Context: an optimization exercise on an open-source flow, tuned for a short achievable clock period and few clock cycles. The choices shown serve that exercise and are no tape-out recipe.
The RTL was checked by simulation tests, not by an equivalence proof against the original design.
No activity file was given, so power comes from the tool's default toggle rates.

## config.mk

```make
export PLATFORM = sky130hd
export DESIGN_NAME = sisc
export DESIGN_NICKNAME = sisc
export VERILOG_FILES = /design/flow/design.v
export SDC_FILE = /design/flow/constraint.sdc
export NUM_CORES = 4
export LEC_CHECK = 0
export CAP_MARGIN = 20
export CORE_MARGIN = 2
export CORE_UTILIZATION = 40
export SLEW_MARGIN = 20
```

## constraint.sdc

```tcl
create_clock -name core_clock -period 7.0 [get_ports {clk}]
set_input_delay 1.4000 -clock core_clock [delete_from_list [all_inputs] [get_ports {clk}]]
set_output_delay 1.4000 -clock core_clock [all_outputs]
set_load 0.01 [all_outputs]
```

## design.v

```verilog
`timescale 1ns/100ps
module alu (clk, rst_f, alu_en, rsa, rsb, imm, alu_op, alu_result, stat, stat_en);
  input   clk;
  input   rst_f;
  input   alu_en;
  input   [31:0] rsa;
  input   [31:0] rsb;
  input   [15:0] imm;
  input   [1:0]  alu_op;
  output  [31:0] alu_result;
  output  [3:0]  stat;
  output         stat_en;
  wire [3:0]  stat;
  reg  [32:0] add_out;
  reg  [31:0] log_out;
  reg  [31:0] shf_out;
  reg  [31:0] alu_out;
  reg  [63:0] reg_rot;
  reg  [31:0] imm_ext;
  reg  [31:0] alu_result;
  wire [3:0]  funct;
  wire        stat_en, fsb;
  parameter add = 1, sub = 2, lnot = 4, lor = 5, land = 6, lxor = 7;
  parameter shf_r = 10, shf_l = 11, rot_r = 8, rot_l = 9;
  assign funct = imm[3:0];
  always @ (imm)
  begin
    if (imm[15] == 1'b0)
      imm_ext[31:16] = 16'h0000;
    else
      imm_ext[31:16] = 16'hFFFF;
    imm_ext[15:0] = imm;
  end
  always @ (rsa, rsb, funct, imm_ext, alu_op)
    if (alu_op[0] == 1'b0)
      if (funct == sub)
        add_out = rsa - rsb;
      else
        add_out = rsa + rsb;
    else
      add_out = rsa + imm_ext;  
  always @ (rsa, rsb, funct)
    case (funct[1:0])
      2'b00:    log_out = ~rsa;
      2'b01:    log_out = rsa | rsb;
      2'b10:    log_out = rsa & rsb;
      2'b11:    log_out = rsa ^ rsb;
    endcase
  always @ (rsa, rsb, funct)
  begin
    reg_rot = 64'h0;
    case (funct[1:0])
      2'b10: begin                    
        shf_out = rsa >> rsb;
      end
      2'b11: begin                    
        shf_out = rsa << rsb;
      end
      2'b00: begin                    
        reg_rot = {rsa, rsa} >> rsb[4:0];
        shf_out = reg_rot[31:0];
      end
      default: begin                  
        reg_rot = {rsa, rsa} << rsb[4:0];
        shf_out = reg_rot[63:32];
      end
    endcase
  end
  always @ (add_out, log_out, shf_out, funct, alu_op)
  begin
    if (alu_op[0] == 1'b1)
      alu_out = add_out[31:0];
    else
    begin
      case (funct[3:2])
        2'b00: alu_out = add_out[31:0];
        2'b01: alu_out = log_out;
        2'b10: alu_out = shf_out;
        2'b11: alu_out = 32'H00000000;
      endcase
    end
  end
  always @(posedge clk or negedge rst_f)
    if (!rst_f)
      alu_result <= 32'H00000000;
    else if (alu_en == 1'b1)
      alu_result <= alu_out;
  assign fsb = (funct == sub) ? 1'b1 : 1'b0;
  assign stat[3] = add_out[32];
  assign stat[2] = (~(fsb ^ rsa[31] ^ rsb[31])) & (fsb ^ rsb[31] ^ add_out[31]);
  assign stat[1] = alu_out[31];
  assign stat[0] = ~|alu_out[31:0];
  assign stat_en = ((funct == add) || (funct == sub)) && (alu_op[1] == 1'b0) ? 1'b1 : 1'b0;
endmodule
`timescale 1ns/100ps
module rf (clk, read_rega, read_regb, rd_en, write_reg, write_data, rf_we, rsa, rsb);
  input  clk;
  input  [3:0]  read_rega;
  input  [3:0]  read_regb;
  input  rd_en;
  input  [3:0]  write_reg;
  input  [31:0] write_data;
  input  rf_we;
  output [31:0] rsa;
  output [31:0] rsb;
  reg    [31:0] ram_array [15:0];
  reg    [31:0] rsa;
  reg    [31:0] rsb;
  always @(posedge clk)
  begin
    if (rd_en == 1'b1)
    begin
      if (read_rega == 4'H0)
        rsa <= 32'H00000000;
      else
        rsa <= ram_array[read_rega];
    end
  end
  always @(posedge clk)
  begin
    if (rd_en == 1'b1)
    begin
      if (read_regb == 4'H0)
        rsb <= 32'H00000000;
      else
        rsb <= ram_array[read_regb];
    end
  end
  always @(posedge clk)
  begin
    if (rf_we == 1'b1)
      ram_array[write_reg] <= write_data;
  end
endmodule
`timescale 1ns/100ps
module statreg (clk, rst_f, in, enable, out);
  input        clk;
  input        rst_f;
  input  [3:0] in;
  input        enable;
  output [3:0] out;
  reg   [3:0] outreg;
  always @ (posedge clk or negedge rst_f)
    if (!rst_f)
      outreg <= 4'b0000;
    else if (enable == 1'b1)
      outreg <= in;
  assign out = outreg;
endmodule
`timescale 1ns/100ps
module ir (clk, rst_f, ir_load, read_data, instr);
  input         clk;
  input         rst_f;
  input         ir_load;
  input  [31:0] read_data;
  output [31:0] instr;
  wire          clk;
  wire          ir_load;
  wire   [31:0] read_data;
  reg    [31:0] instr;
  always @(posedge clk or negedge rst_f)
    if (!rst_f)
      instr <= 32'h00000000;
    else if (ir_load == 1'b1)
      instr <= read_data;
endmodule
`timescale 1ns/100ps
module pc (clk, br_addr, pc_sel, pc_write, pc_rst, pc_out, pc_inc);
  input         clk;
  input  [15:0] br_addr;
  input         pc_sel;
  input         pc_write;
  input         pc_rst;
  output [15:0] pc_out;
  output [15:0] pc_inc;
  reg    [15:0] pc_in;
  reg    [15:0] pc_out;
  wire   [15:0] pc_inc;
  always @(posedge clk or posedge pc_rst)
  begin
    if (pc_rst == 1'b1)
      pc_out <= 16'h0000;
    else
      if (pc_write == 1'b1)
        pc_out <= pc_in;
  end
  always @(br_addr, pc_inc, pc_sel)
  begin
    if (pc_sel == 1'b0)
      pc_in = pc_inc;
    else
      pc_in = br_addr;
  end
  assign pc_inc = pc_out + 1;
endmodule
`timescale 1ns/100ps
module br (pc_inc, imm, br_sel, br_addr);
  input  [15:0] pc_inc;
  input  [15:0] imm;
  input         br_sel;
  output [15:0] br_addr;
  reg   [15:0] br_in;
  always @ (pc_inc, br_sel)
  begin
    if (br_sel == 1'b1)
      br_in = 16'h0000;
    else
      br_in = pc_inc;
  end
  assign br_addr = br_in + imm;
endmodule
`timescale 1ns/100ps
module mux4 (in_a, in_b, in_swap, sel, out);
  input  [3:0] in_a;
  input  [3:0] in_b;
  input  [3:0] in_swap;
  input  [1:0] sel;
  output [3:0] out;
  reg   [3:0] out;
  always @ (in_a, in_b, in_swap, sel)
  begin
    if (sel == 0)
      out = in_a;
    else if(sel == 1)
      out = in_b;
    else
      out = in_swap;
  end
endmodule
`timescale 1ns/100ps
module mux16 (in_a, in_b, sel, out);
  input  [15:0] in_a;
  input  [15:0] in_b;
  input         sel;
  output [15:0] out;
  reg   [15:0] out;
  always @ (in_a, in_b, sel)
  begin
    if (sel == 1'b0)
      out = in_a;
    else
      out = in_b;
  end
endmodule 
`timescale 1ns/100ps
module mux32 (in_a, in_b, sel, out);
  input  [31:0] in_a;
  input  [31:0] in_b;
  input         sel;
  output [31:0] out;
  reg   [31:0] outreg;
  always @ (in_a, in_b, sel)
  begin
    if (sel == 1'b0)
      outreg = in_a;
    else
      outreg = in_b;
  end
  assign out = outreg;
endmodule
`timescale 1ns/100ps
module register_swap(in_a, in_b, sel, data_out);
input [3:0] in_a;
input [3:0] in_b;
input sel;
output [3:0] data_out;
reg [3:0] data_out;
always @ (in_a, in_b, sel)
begin
	if(sel == 1'b1)
		data_out = in_a;
	else
		data_out = in_b;
end
endmodule
`timescale 1ns/100ps
module ctrl (clk, rst_f, opcode, mm, stat, rf_we, alu_op, wb_sel, rd_sel, br_sel, pc_rst, pc_write, pc_sel,
             mm_sel, dm_we, ir_load, rd_en, stat_we, reg_swap, data_swap, mux_swap, halted);
  input clk, rst_f;
  input [3:0] stat, opcode, mm;
  output reg rf_we, wb_sel, mm_sel, dm_we, ir_load, rd_en, stat_we;
  output reg br_sel, pc_write, pc_sel;
  output pc_rst;
  output reg [1:0] alu_op;
  output reg [1:0] rd_sel;
  output reg reg_swap, data_swap, mux_swap;
  output halted;
  parameter start0 = 0, start1 = 1, fetch = 2, decode = 3, execute = 4, mem = 5, writeback = 6, halt = 7;
  parameter NOOP = 0, LOD = 1, STR = 2, SWAP = 3, ALU_OP = 8, BRA = 4, BRR = 5, BNE = 6, HLT = 15;
  parameter am_imm = 8;
  reg [2:0]  present_state, next_state;
  reg        taken;
  assign pc_rst = ~rst_f;
  assign halted = (present_state == halt);
  always @(posedge clk or negedge rst_f)
  begin
    if (!rst_f)
      present_state <= start0;
    else
      present_state <= next_state;
  end
  always @(opcode, mm, stat)
  begin
    case (opcode)
      BRA, BRR: taken = ((mm & stat) != 4'b0000);
      BNE:      taken = ((mm & stat) == 4'b0000);
      default:  taken = 1'b0;
    endcase
  end
  always @(present_state, opcode, taken)
  begin
    case (present_state)
      start0:    next_state = start1;
      start1:    next_state = fetch;
      fetch:     next_state = decode;
      decode:    next_state = (opcode == HLT) ? halt : execute;
      execute:   next_state = taken ? fetch : mem;
      mem:       next_state = writeback;
      writeback: next_state = fetch;
      default:   next_state = halt;
    endcase
  end
  always @(present_state, opcode, mm, taken)
  begin
    rf_we     = 1'b0;
    wb_sel    = 1'b0;
    dm_we     = 1'b0;
    ir_load   = 1'b0;
    rd_en     = 1'b0;
    stat_we   = 1'b0;
    pc_write  = 1'b0;
    pc_sel    = 1'b0;
    rd_sel    = 2'b00;
    reg_swap  = 1'b0;
    data_swap = 1'b0;
    mux_swap  = 1'b0;
    if (opcode == ALU_OP)
      alu_op = (mm == am_imm) ? 2'b01 : 2'b00;
    else if ((opcode == LOD) || (opcode == STR))
      alu_op = 2'b11;
    else
      alu_op = 2'b10;
    mm_sel = (mm == am_imm);
    br_sel = (opcode != BRR);
    case (present_state)
      fetch:   ir_load = 1'b1;
      decode:  rd_en = 1'b1;
      execute:
        begin
          stat_we  = 1'b1;
          pc_write = 1'b1;
          pc_sel   = taken;
        end
      mem:
        begin
          if (opcode == STR)
            dm_we = 1'b1;
          if (opcode == SWAP)
            begin
              rf_we     = 1'b1;
              rd_sel    = 2'b10;
              reg_swap  = 1'b0;
              data_swap = 1'b0;
              mux_swap  = 1'b1;
            end
        end
      writeback:
        begin
          if (opcode == ALU_OP)
            begin
              rf_we  = 1'b1;
              rd_sel = (mm == am_imm) ? 2'b01 : 2'b00;
            end
          if (opcode == LOD)
            begin
              rf_we  = 1'b1;
              rd_sel = 2'b01;
              wb_sel = 1'b1;
            end
          if (opcode == SWAP)
            begin
              rf_we     = 1'b1;
              rd_sel    = 2'b10;
              reg_swap  = 1'b1;
              data_swap = 1'b1;
              mux_swap  = 1'b1;
            end
        end
      default: ;
    endcase
  end
endmodule
`timescale 1ns/100ps
module sisc (clk, rst_f, imem_addr, imem_rdata, dmem_addr, dmem_wdata, dmem_we, dmem_rdata, halted);
  input         clk, rst_f;
  output [15:0] imem_addr;
  input  [31:0] imem_rdata;
  output [15:0] dmem_addr;
  output [31:0] dmem_wdata;
  output        dmem_we;
  input  [31:0] dmem_rdata;
  output        halted;
  wire [3:0] mux4_result;
  wire [31:0] wb_data;
  wire [31:0] rsa;
  wire [31:0] rsb;
  wire rf_we;
  wire rd_en;
  wire cc_en;
  wire stat_we;
  wire [3:0] cc;
  wire [31:0] alu_result;
  wire wb_sel;
  wire [1:0] alu_op;
  wire [3:0] stat_out;
  wire [1:0] rd_sel;
  wire [15:0] pc_out;
  wire [15:0] pc_inc;
  wire [15:0] branch_address;
  wire [31:0] IR;
  wire pc_write;
  wire pc_sel;
  wire pc_rst;
  wire br_sel;
  wire ir_load;
  wire [15:0] mux16_result;
  wire mm_sel;
  wire dm_we;
  wire [31:0] data_swapped;
  wire [31:0] swap_mux_data;
  wire [3:0] swap_reg;
  wire swapmux;
  wire swap_data_sel;
  wire swap_reg_sel;
  assign imem_addr  = pc_out;
  assign dmem_addr  = mux16_result;
  assign dmem_wdata = rsb;
  assign dmem_we    = dm_we;
  mux32 swapmuxer (.in_a (wb_data),
                   .in_b (data_swapped),
                   .sel  (swapmux),
                   .out  (swap_mux_data));
  mux32 sd (.in_a (rsa),
            .in_b (rsb),
            .sel  (swap_data_sel),
            .out  (data_swapped));
  register_swap sr (.in_a     (IR[23:20]),
                    .in_b     (IR[19:16]),
                    .sel      (swap_reg_sel),
                    .data_out (swap_reg));
  mux16 amux16 (.in_a (alu_result[15:0]),
                .in_b (IR[15:0]),
                .sel  (mm_sel),
                .out  (mux16_result));
  mux4 amux4 (.in_a    (IR[15:12]),
              .in_b    (IR[19:16]),
              .in_swap (swap_reg),
              .sel     (rd_sel),
              .out     (mux4_result));
  rf my_rf (.clk        (clk),
            .read_rega  (IR[23:20]),
            .read_regb  (IR[19:16]),
            .rd_en      (rd_en),
            .write_reg  (mux4_result[3:0]),
            .write_data (swap_mux_data[31:0]),
            .rf_we      (rf_we),
            .rsa        (rsa),
            .rsb        (rsb));
  alu my_alu (.clk        (clk),
              .rst_f      (rst_f),
              .alu_en     (stat_we),
              .rsa        (rsa[31:0]),
              .rsb        (rsb[31:0]),
              .imm        (IR[15:0]),
              .alu_op     (alu_op[1:0]),
              .alu_result (alu_result),
              .stat       (cc),
              .stat_en    (cc_en));
  mux32 amux32 (.in_a (alu_result[31:0]),
                .in_b (dmem_rdata[31:0]),
                .sel  (wb_sel),
                .out  (wb_data));
  statreg my_s (.clk    (clk),
                .rst_f  (rst_f),
                .in     (cc[3:0]),
                .enable (cc_en & stat_we),
                .out    (stat_out));
  ctrl my_ctrl (.clk       (clk),
                .rst_f     (rst_f),
                .opcode    (IR[31:28]),
                .mm        (IR[27:24]),
                .stat      (stat_out),
                .rf_we     (rf_we),
                .alu_op    (alu_op),
                .wb_sel    (wb_sel),
                .rd_sel    (rd_sel),
                .br_sel    (br_sel),
                .pc_rst    (pc_rst),
                .pc_write  (pc_write),
                .pc_sel    (pc_sel),
                .mm_sel    (mm_sel),
                .dm_we     (dm_we),
                .ir_load   (ir_load),
                .rd_en     (rd_en),
                .stat_we   (stat_we),
                .reg_swap  (swap_reg_sel),
                .data_swap (swap_data_sel),
                .mux_swap  (swapmux),
                .halted    (halted));
  pc progcounter (.clk      (clk),
                  .br_addr  (branch_address[15:0]),
                  .pc_sel   (pc_sel),
                  .pc_write (pc_write),
                  .pc_rst   (pc_rst),
                  .pc_out   (pc_out[15:0]),
                  .pc_inc   (pc_inc[15:0]));
  ir instr_reg (.clk       (clk),
                .rst_f     (rst_f),
                .ir_load   (ir_load),
                .read_data (imem_rdata),
                .instr     (IR));
  br branch (.pc_inc  (pc_inc[15:0]),
             .imm     (IR[15:0]),
             .br_sel  (br_sel),
             .br_addr (branch_address));
endmodule
```

## run.sh

```bash
#!/bin/bash
# synth_recipe.tcl (not shown) runs the flow's synth.tcl, then flattens the netlist and writes it again
# the make line also repeats each setting of config.mk as NAME=value (left out here)
make -C /OpenROAD-flow-scripts/flow DESIGN_CONFIG=/design/flow/config.mk WORK_HOME=/design/flow/orfs CLKGATE_MAP_FILE= SYNTH_SCRIPT=/design/flow/synth_recipe.tcl finish
```

==> metrics.md <==
| Metric | Value |
|---|---|
| Worst-Margin Slew | `approximately 1200 ps` |
| EDFF count, synth | `576` |
| Leakage | `16.9 nW` |
| DR vias | `31700` |
| Power per cell area | `546 nW/um^2` |
| Top cells by count, synth | `edfxtp_1, mux4_2, nand2_1` |
| Run status | `timing/DRC/antenna clean` |
| DR WL/cell | `roughly 32 um` |
| Post-layout instance area | `48800 sq um` |
| Max Fclk | `154 MHz` |
| Syn Inst Count | `roughly 3300` |
| Synth Area in Adders | `0.0353` |
| Fin crit share | `0.928` |
| Slew HR | `0.225` |
| FF+latch count, synth | `between 600 and 700` |
| Largest register FFs | `512` |
| CP Class | `flop to flop` |
| Fin util | `0.457` |
| CP Launch Type | `flop` |
| Hold Crit Depth | `2` |
| CP max stage cell | `or4_1` |
| Core ar. | `~110000 sq um` |
| CTS tree | `built` |
| CTS max path bufs | `3` |
| Min Hold Slack | `a little under 500 ps` |
| Reg-to-Reg End | `my_s.outreg[0]` |
| Post-DP HPWL | `106000 um` |
| Crit path capture type | `flop` |
| Unrepaired setup endpoints after global routing | `false` |
| Slew Limit Fails | `0` |
| Final Skew | `23.2 ps` |
| Die area | `roughly 110000 sq um` |
| Worst vdd ir | `approximately 0.43 mV` |
| First-iteration detailed-routing DRC count | `roughly 4200` |
| First-pass GRT wire length | `~220000 um` |
| Mux contribution to synthesized area | `0.271` |
| Area contributors post-synth | `edfxtp_1, mux4_2, dfrtp_1` |
| Fin. Hold Viols | `0` |
| Min-Delay Path Class | `flop to flop` |
| Syn Nets | `3484` |
| CP peak stage delay | `approximately 530 ps` |
| Synth Area in Compound Gates | `0.0897` |
| CP max FO | `9` |
| Die width | `approximately 330 um` |
| Share of cells above drive strength 1 | `0.247` |
| Die H | `332 um` |
| CTS H-tree depth | `3` |
| PortBufs | `about 130` |
| Final min period | `around 6500 ps` |
| Post-CTS setup-driven buffer insertion count | `0` |
| CP top delay family | `simple AND/OR/NAND/NOR gates` |
| I/O pins | `between 100 and 150` |
| Reg2reg setup slack | `500 ps` |
| Sequential cell area | `19500 sq um` |
| Final #Nets | `between 3000 and 4000` |
| Vias per inst | `approximately 6.5` |
| Netlist cell types | `92` |
| Top_reg_cell synth | `edfxtp_1` |
| Most common cell in the netlist | `edfxtp_1` |
| CTS hold repair buffers | `0` |
| Setup Viol. Count Final | `0` |
| Placed cell count | `between 4000 and 5000` |
| Hold worst-path end | `my_alu.alu_result[30]` |
| Largest net degree at the start of global routing | `67` |
| CP Buf/Inv Count | `1` |
| Worst-skew pair later-pin latency | `630 ps` |
| Yosys top cell area share | `0.402` |
| Cells on worst reg2reg path | `26` |
| Xor-xnor portion of the synthesized cell area | `0.0216` |
| Drc violations | `0` |
| Largest family of logic cells by synthesized area | `multiplexers` |
| DRT Pass-1 Iters | `5` |
| Max cap viols | `0` |
| Fin Setup TNS | `0 ps` |
| Arrival @ worst endpoint | `a little over 7000 ps` |
| CTS resizes | `0` |
| Final wirelength | `about 150000 um` |
| CP Data Required Time | `approximately 7600 ps` |
| Placed inst area | `around 46000 sq um` |
| Ys async rst share | `0.131` |
| Simple-Gate Fraction of Synth Area | `0.0940` |
| Seq/Total Area, Yosys | `0.453` |
| # diodes | `0` |
| Initial Utilization | `0.402` |
| ANT nets after route | `0` |
| Mapped Avg Cell Area | `~13 sq um` |
| Area of the multi-input gates | `about 22000 sq um` |
| Total CTS buffers | `slightly above 70` |
| Clock Root Buffer | `clkbuf_16` |
| Number of global-route vias before repair | `approximately 30000` |
| # rows | `120` |
| Cell Area, Synth | `around 43000 sq um` |
| Area grow syn2layout | `13.6%` |
| Largest Register | `my_rf.ram_array` |
| R2r startpoint | `my_rf.rsb[0]` |
| Initial antenna violation count | `5` |
| Total gr overflow | `0` |
| YS warnings | `11` |
| Clock sinks | `663` |
| Fin cells | `between 4000 and 5000` |
| Filler instances | `roughly 9600` |
| Hold path start | `my_alu.alu_result[30]` |
| Synth area leader | `edfxtp_1` |
| Clk pin slew, worst setup/hold paths | `roughly 70 ps` |
| All-Layer GR Usage | `0.274` |
| Routability cong. | `a little over 1` |
==> cell families after synthesis <==
family | Yosys count
buffers and inverters | 383
xor gates and xnor gates | 106
muxes | 602
AOI/OAI and AO/OA | 585
adders and majority gates | 120
DFF | 663
and+or+nand+nor | 839
==> how the worst max path moves through the flow <==
stage | start | to | slack, ps | cells past startpoint
after floorplan | my_rf.rsb[0] | my_s.outreg[0] | 370 | 34
final | my_rf.rsb[0] | my_s.outreg[0] | 500 | 26
after global routing | my_rf.rsb[0] | my_s.outreg[0] | 20 | 26
after CTS | my_rf.rsb[0] | my_s.outreg[0] | 140 | 26
after global placement | my_rf.rsb[0] | my_s.outreg[0] | 240 | 26
after detailed placement | my_rf.rsb[0] | my_s.outreg[0] | 160 | 26
==> where the power goes <==
group	internal [W]	switching, W	total [W]
sequential	0.00546	0.00118	0.00664
combinational	0.00680	0.00933	0.0161
clock	0.00230	0.00162	0.00392
total	0.0146	0.0121	0.0267
==> worst reg2reg max path: cells and delay by family, from the launching register on <==
family                     cells  cell delay [ps]
AOI/OAI and AO/OA              9             1740
adders and majority gates      2              650
and+or+nand+nor               13             3280
DFF                            1              430
buffers and inverters          1              140
xor gates and xnor gates       1              190
==> layout by cell type (no fill, tap or decap), drive strengths merged, types with 87 or more instances in the layout <==
master         synthesis  final
a21oi                148    148
clkdlybuf4s50          0    130
buf                   89    151
edfxtp               576    576
mux4                 437    437
dfrtp                 87     87
inv                  116    121
clkbuf               176     90
ha                   118    118
o21ai                148    148
nand2                267    267
nor2                 199    199
==> stage by stage <==
stage          power (W)  setup WS (ps)
4_1_cts           0.0264            138
5_1_grt           0.0278           23.5
2_1_floorplan     0.0169            373
3_5_place_dp      0.0224            158
3_3_place_gp      0.0224            240
6_report          0.0267            503
==> cell type report <==
class | count | share of cell area
inverters | 118 | 0.00907
clock inverters | 40 | 0.00922
flip-flops and latches | 663 | 0.399
multi-input cells | 2252 | 0.455
repair buffers | 281 | 0.0516
clock buffers | 90 | 0.0396
well taps | 1403 | 0.0359
==> layer usage <==
metal  share of wire  track usage  wire, um  up-vias
met5         0.00017            0        26        -
met4           0.045        0.111      6820        4
met3           0.090       0.0465     13800      318
met2            0.46        0.428     70400     1804
met1            0.41        0.380     62100    16300
li1                -            -         -    13300

## afterwards: timing with drivers on the ports
No port has a modelled driver above. Below, the same layout with a new extraction and two added sets of constraints. Step 1, drivers: a clkbuf_16 drives clk and a buf_2 each remaining input, both assumed. Step 2 also shifts input and output timing later by t, the mid clock arrival at the registers, as if the neighbouring blocks saw the same clock. a / b / c = ideal / step 1 / step 2; a / b = the first two.
t, ns: 0.677
setup WS [ns]: 0.503 / 0.503 / 0.503
worst data-port slew with drivers (ns): 0.07
cell pins on the clock port's net: 1
After both steps setup and hold are still met in this run. The setup slack of this run moves by 0.000 ns with the drivers and by 0.000 ns with both steps.
